This design comes from an exercise in tuning for small area, a short achievable clock period and few clock cycles on the open sky130 flow, not from production work.
The RTL was checked by simulation tests, not by an equivalence proof against the original design.

build 43:
Design ALU, start of the top module:
module ALU(
    clk,
    rst_n,
    valid,
    ready,
    mode,
    in_A,
    in_B,
    out
);
For scale: about 110 flip-flops, ~130 I/O pins, roughly 13,000 µm² of cells after synthesis.
export LEC_CHECK = 0
export ABC_AREA = 1
export CAP_MARGIN = 20
export CORE_MARGIN = 2
export CORE_UTILIZATION = 55
export SETUP_SLACK_MARGIN = 1.6
export SLEW_MARGIN = 20
create_clock -name core_clock -period 5.0 [get_ports {clk}]
standard.sh (not shown) runs the stock make flow with config.mk's settings and CLKGATE_MAP_FILE= SYNTH_SCRIPT=/design/flow/synth_recipe.tcl, a recipe that flattens the netlist after the stock synthesis.
==> flow/flow/run.sh <==
#!/bin/bash
# The standard layout, with each input and output port buffered by the
# platform's smallest buffer instead of the delay buffer buffer_ports picks.
set -euo pipefail
export BUFFER_PORTS_ARGS="-buffer_cell sky130_fd_sc_hd__buf_1"
bash standard.sh > layout.log 2>&1
Testbench counts of build 43, summed over its fixed seeds: cycles 20,171.
Input-level comparison between build 24 and build 43:
- swapping 1.6 for 1.8 in SETUP_SLACK_MARGIN
==> run summary <==
- Build 24 was carried through to the last stage, and its layout satisfied the timing, design-rule and antenna checks.
- Between build 43 and build 24, final critical-path setup slack increased.
- Build 24 does better than build 43 on HPWL after detailed placement.
- Against build 43, build 24 comes in 6.4 points higher on tightest slew margin relative to the limit.
- Build 24 vs. build 43: placement-stage cell area now sits at about the same level; critical path depth now sits higher; non-clock buffer count now sits higher.
Relative to build 24, the following input files were edited for build 45:
- changing SETUP_SLACK_MARGIN from 1.8 to 2.0
- changing CORE_UTILIZATION from 55 to 40
### Flow results
The utilization in build 45 sits 15 points below the value recorded for build 24. Routed wire in build 45 totals more than in build 24. Global-route usage, build 24 and build 45: larger value in build 24. Going from build 24 to build 45, via count lower; die outline height has increased.

The RTL this note starts from:
==> flow/design.v <==
module ALU(
    clk,
    rst_n,
    valid,
    ready,
    mode,
    in_A,
    in_B,
    out
);
    input         clk, rst_n;
    input         valid;
    input  [1:0]  mode;  
    output        ready;
    input  [31:0] in_A, in_B;
    output [63:0] out;
    localparam S_IDLE = 3'd0;
    localparam S_PREP = 3'd1;
    localparam S_MUL  = 3'd2;
    localparam S_DIV  = 3'd3;
    localparam S_DONE = 3'd4;
    reg  [2:0]  state;
    reg         isdiv;     
    reg  [5:0]  za;        
    reg  [5:0]  zb;        
    reg  [4:0]  cnt;       
    reg  [63:0] X;         
    reg  [31:0] Y;         
    assign ready = (state == S_DONE);
    assign out   = X;
    function [5:0] clz32;
        input [31:0] v;
        reg   [3:0]  nib;
        reg   [1:0]  pos;
        integer      k;
        begin
            clz32 = 6'd32;
            for (k = 0; k < 8; k = k + 1) begin
                nib = v[4*k +: 4];
                pos = nib[3] ? 2'd0 : nib[2] ? 2'd1 : nib[1] ? 2'd2 : 2'd3;
                if (|nib) clz32 = {1'b0, 3'd7 - k[2:0], pos};
            end
        end
    endfunction
    wire        swap = (zb > za);               
    wire [5:0]  zm   = swap ? zb : za;          
    wire [4:0]  dsh  = zb[4:0] - za[4:0];       
    wire        fin  = isdiv ? ((za > zb) | zb[5]) : (zm >= 6'd31);
    wire        fill = isdiv ? zb[5] : zm[5];   
    wire [31:0] sin  = (isdiv | swap) ? Y : X[31:0];
    wire [31:0] shl  = sin << (isdiv ? dsh : zm[4:0]);
    wire [31:0] C    = swap ? X[31:0] : Y;      
    function [32:0] add32;
        input [31:0] a, b;
        input        ci;
        reg   [31:0] g, p, gn, pn;
        integer      l, i, j;
        begin
            p = a ^ b;
            g = a & b;
            g[0] = g[0] | (p[0] & ci);
            for (l = 0; l < 5; l = l + 1) begin
                gn = g; pn = p;
                for (i = 0; i < 32; i = i + 1)
                    if ((i >> l) & 1) begin
                        j = ((i >> l) << l) - 1;
                        gn[i] = g[i] | (p[i] & g[j]);
                        pn[i] = p[i] & p[j];
                    end
                g = gn; p = pn;
            end
            add32 = {g[31], a ^ b ^ {g[30:0], ci}};
        end
    endfunction
    function [31:0] inc32;
        input [31:0] a;
        input        ci;
        reg   [31:0] p, pn;
        integer      l, i, j;
        begin
            p = a;
            for (l = 0; l < 5; l = l + 1) begin
                pn = p;
                for (i = 0; i < 32; i = i + 1)
                    if ((i >> l) & 1) begin
                        j = ((i >> l) << l) - 1;
                        pn[i] = p[i] & p[j];
                    end
                p = pn;
            end
            inc32 = a ^ ({p[30:0], 1'b1} & {32{ci}});
        end
    endfunction
    wire [32:0] madd = add32({X[30:0], 1'b0}, Y & {32{X[63]}}, 1'b0);
    wire [31:0] mhi  = inc32(X[62:31], madd[32]);
    wire [31:0] mlo  = madd[31:0];
    wire [32:0] dadd = add32(X[63:32], ~Y, 1'b1);
    wire [31:0] dsub = dadd[31:0];
    wire        q    = dadd[32];                
    always @(posedge clk or negedge rst_n) begin
        if (!rst_n) begin
            state <= S_IDLE;
        end else begin
            case (state)
                S_IDLE: if (valid) state <= mode[1] ? S_DONE : S_PREP;
                S_PREP: state <= fin ? S_DONE : (isdiv ? S_DIV : S_MUL);
                S_MUL, S_DIV: if (&cnt) state <= S_DONE;
                default: state <= S_IDLE;
            endcase
        end
    end
    always @(posedge clk) begin
        case (state)
            S_PREP: begin
                if (isdiv) begin
                    cnt <= ~dsh;
                    Y   <= shl;
                    X   <= {X[63:32], {32{fill}}};
                end else begin
                    cnt <= zm[4:0] + 5'd1;
                    Y   <= C;
                    X   <= {shl[30:0], 1'b0, fill ? 32'd0 : C};
                end
            end
            S_MUL: begin
                cnt <= cnt + 5'd1;
                X   <= {mhi, mlo};
            end
            S_DIV: begin
                cnt <= cnt + 5'd1;
                Y   <= Y >> 1;
                X   <= {q ? dsub : X[63:32], X[30:0], q};
            end
            default: begin  
                isdiv <= mode[0];
                za    <= clz32(in_A);
                zb    <= clz32(in_B);
                Y <= in_B;
                X <= {mode[1] ? 32'd0 : in_A,
                      (mode == 2'd2) ? (in_A & in_B) :
                      (mode == 2'd3) ? (in_A | in_B) : in_A};
            end
        endcase
    end
endmodule
make LEC_CHECK=0 ABC_AREA=1 CAP_MARGIN=20 CORE_MARGIN=2 CORE_UTILIZATION=40 SETUP_SLACK_MARGIN=0.8 SLEW_MARGIN=20 finish   # period 5.0 ns
run.sh (not shown) runs the stock make flow with config.mk's settings and CLKGATE_MAP_FILE= SYNTH_SCRIPT=/design/flow/synth_recipe.tcl, a recipe that flattens the netlist after the stock synthesis.
Stock flow here: none of the scripts above is used.
Testbench counts at the start, summed over its fixed seeds: cycles 20,171.
Next try:
- SETUP_SLACK_MARGIN: 0.8 -> 1.4
After rerunning:
- non-clock buffer count goes up by 18
- synthesized area stays the same
- final area went up by 2.0%
- sequential share of layout area shrinks by 0.37 points

separate check: timing with driven ports:
No port has a modelled driver above. Below, the same layouts with a new extraction and two added sets of constraints.
Step 1 assumes that a clkbuf_16 drives the clock port and a buf_2 every other input.
Step 2 adds t to the input delays and takes it off the output delays; t is the mean of the earliest and latest rising clock arrival at the registers after step 1. Input paths then give back, and output paths get back, about the clock's delay inside the block.
a / b / c = ideal / step 1 / step 2; a / b = the first two.
run | t, ns | setup slack, ns | worst hold slack (ns)
build 43 | 0.425 | 1.673 / 1.673 / 1.306 | 0.486 / 0.461 / 0.530
build 24 | 0.429 | 1.739 / 1.739 / 1.432 | 0.447 / 0.417 / 0.548
build 45 | 0.437 | 1.811 / 1.811 / 1.450 | 0.424 / 0.393 / 0.573
the first run of note 2 | 0.508 | 1.234 / 1.234 / 1.219 | 0.565 / 0.565 / 0.565
the second run of note 2 | 0.502 | 1.546 / 1.546 / 1.232 | 0.561 / 0.561 / 0.561
After both steps setup and hold are still met in every run listed. For build 43, which loses most, drivers alone change the setup slack by 0.000 ns; drivers and shift together by -0.367 ns.
